This design comes from an exercise in tuning for small area on the open sky130 flow, not from production work. In this exercise RTL edits were held to simulation tests only and were not proved equivalent to the original. Power and IR drop assume default switching activity.

==> flow/design.v (excerpt) <==
module updown ( din, ncs, nrd, nwr, a0, a1, clk, start, reset, cout, err, dir, ec, dout, dout_en ) ;
input wire [7:0]din ;
input wire ncs ;
input wire nrd ;
input wire nwr ;
input wire a0 ;
input wire a1 ;
input wire clk ;
input wire start ;
input wire reset ;
output reg [7:0]cout ;
output reg dir ;
output reg err ;
output reg ec ;
output wire [7:0]dout ;
output wire dout_en ;
reg [7:0]PLR ;
reg [7:0]ULR ;
reg [7:0]LLR ;
reg [7:0]CCR ;
reg [7:0]cycle_count ;
reg posedge_start ;
reg stop_downcount ;
reg stop_upcount;
reg start_upcount ;
reg stop_load_plr ;
function [8:0] sub9;
  input [7:0] a;
  input [7:0] b;
  integer i;
  reg br;
  begin
    br = 1'b0;
    for (i = 0; i < 8; i = i + 1) begin
      sub9[i] = a[i] ^ b[i] ^ br;
      br = (~a[i] & b[i]) | (~(a[i] ^ b[i]) & br);
    end
    sub9[8] = br;
  end
endfunction
function lt8;
  input [7:0] a;
  input [7:0] b;
  integer i;
  reg r;
  begin
    r = 1'b0;
    for (i = 0; i < 8; i = i + 1)
      r = (~a[i] & b[i]) | (~(a[i] ^ b[i]) & r);
    lt8 = r;
  end
endfunction
function [7:0] inc8;
  input [7:0] a;
  integer i;
  reg c;
  begin
    c = 1'b1;
    for (i = 0; i < 8; i = i + 1) begin
      inc8[i] = a[i] ^ c;
      c = a[i] & c;
    end
  end
endfunction
function [7:0] dec8;
  input [7:0] a;
  integer i;
  reg b;
  begin
    b = 1'b1;
    for (i = 0; i < 8; i = i + 1) begin
      dec8[i] = a[i] ^ b;
      b = ~a[i] & b;
    end
  end
endfunction
wire bothlow = ~nwr & ~nrd ;
wire wr      = ~nwr & ~ncs & nrd & ~posedge_start ;
assign dout_en = ~nrd & ~ncs & nwr ;
wire rd_p = dout_en & ~a1 & ~a0 ;
wire rd_u = dout_en & ~a1 &  a0 ;
  ...
Settings: LEC_CHECK=0, CAP_MARGIN=20, CORE_MARGIN=2, CORE_UTILIZATION=40, CTS_BUF_LIST=sky130_fd_sc_hd__clkbuf_8, SLEW_MARGIN=20; clock period 8.0 ns.
standard.sh (not shown) runs the stock make flow with config.mk's settings and CLKGATE_MAP_FILE= SYNTH_SCRIPT=/design/flow/synth_recipe.tcl, a recipe that flattens the netlist after the stock synthesis.
==> flow/flow/run.sh <==
#!/bin/bash
# Own layout flow: the standard ORFS flow (standard.sh), changed only in
#  - synthesis: the adder step keeps full adders only (no half adders), and the one ABC
#    mapping call runs an area script (deepsyn, then area mapping) with eight seeds,
#    keeping the smallest result; registers and all other synthesis steps are untouched;
#  - port buffers: buf_1 cells;
#  - clock tree: clkbuf_8 buffers, without the dummy loads CTS adds for balance.
# Each tool's full output goes to a log file in this folder (make_*.log) and under orfs/logs.
set -euo pipefail
W=$(pwd)
F=$W/flow
for s in 1 2 3 4 5 6 7 8; do
  sed "s/@SEED@/$s/" $F/abc_area.script > $W/abc_area_s$s.script
done
cat > $W/area_synth.tcl <<EOT
proc extract_fa {args} { yosys extract_fa -fa }
proc abc {args} {
  set lib [lindex \$args [expr {[lsearch -exact \$args -liberty] + 1}]]
  set i [lsearch -exact \$args -script]
  yosys design -save flow_pre_abc
  set best ""
  foreach s {1 2 3 4 5 6 7 8} {
    yosys design -load flow_pre_abc
    yosys abc {*}[lreplace \$args [expr {\$i + 1}] [expr {\$i + 1}] $W/abc_area_s\$s.script]
    set st [tee -q -s result.string stat -liberty \$lib]
    regexp {Chip area for module [^:]*: ([0-9.]+)} \$st -> area
    puts "area abc seed \$s: \$area"
    if {\$best eq "" || \$area < \$best} {
      set best \$area
      yosys design -save flow_best_abc
    }
  }
  yosys design -load flow_best_abc
  puts "area abc best: \$best"
}
source $W/synth_recipe.tcl
EOT
bash $W/standard.sh SYNTH_SCRIPT=$W/area_synth.tcl \
  "BUFFER_PORTS_ARGS=-buffer_cell sky130_fd_sc_hd__buf_1" \
  "CTS_ARGS=-sink_clustering_enable -repair_clock_nets -buf_list sky130_fd_sc_hd__clkbuf_8 -dont_use_dummy_load" \
  ${FLOW_TARGET:-finish} > $W/make_finish.log 2>&1
==> flow/flow/abc_area.script <==
&get -n
&st
&deepsyn -T 100 -S @SEED@
&put
dch -f
map -a -B 0
topo
The first run passed the timing, DRC and antenna checks.
Change:
--- a/flow/flow/run.sh
+++ b/flow/flow/run.sh
@@ -3,3 +3,3 @@
 #  - synthesis: the adder step keeps full adders only (no half adders), and the one ABC
-#    mapping call runs an area script (deepsyn, then area mapping) with eight seeds,
+#    mapping call runs an area script (deepsyn, then area mapping) with sixteen seeds,
 #    keeping the smallest result; registers and all other synthesis steps are untouched;
@@ -11,3 +11,3 @@
 F=$W/flow
-for s in 1 2 3 4 5 6 7 8; do
+for s in $(seq 1 16); do
   sed "s/@SEED@/$s/" $F/abc_area.script > $W/abc_area_s$s.script
@@ -21,3 +21,3 @@
   set best ""
-  foreach s {1 2 3 4 5 6 7 8} {
+  foreach s {1 2 3 4 5 6 7 8 9 10 11 12 13 14 15 16} {
     yosys design -load flow_pre_abc
==> flow/flow/abc_area.script (replaced) <==
&get -n
&st
&deepsyn -T 40 -S @SEED@
&put
dch -f
map -a -B 0
topo
Effect:
- The new run completed with no timing, DRC or antenna violations
- non-clock buffer count decreases by 3
- utilization decreases by 0.37 points
- die area decreases by about 0.75%
- area after synthesis decreases by 0.78%
- total power decreases by 1.9%
- fmax stays flat
- clock skew decreases by 0.018 ns
- final area decreases by 1.3%
- synthesized cell count decreases by about 2.3%

==> afterwards: timing with drivers on the ports <==
In the flow no input, the clock included, has a driving cell. The finished layouts below were timed again as built, in two steps. Step 1 (the two cells are an assumption about what drives the block):
set clk [get_ports {clk}]
set_driving_cell -lib_cell sky130_fd_sc_hd__clkbuf_16 $clk
set_driving_cell -lib_cell sky130_fd_sc_hd__buf_2 [delete_from_list [all_inputs] $clk]
Step 2 adds t to the input delays and takes it off the output delays; t is the mean of the earliest and latest rising clock arrival at the registers after step 1. Input paths then give back, and output paths get back, about the clock's delay inside the block. Three values: no drivers, after step 1, after step 2; two values: the first two.
run | t (ns) | setup WS [ns] | worst hold slack (ns) | worst register clock-pin slew, ns
the first run | 0.339 | 0.865 / 0.865 / 0.865 | 0.485 / 0.485 / 0.485 | 0.12 / 0.12
the second run | 0.340 | 0.849 / 0.849 / 0.849 | 0.450 / 0.450 / 0.450 | 0.10 / 0.10
After both steps setup and hold are still met in every run listed.
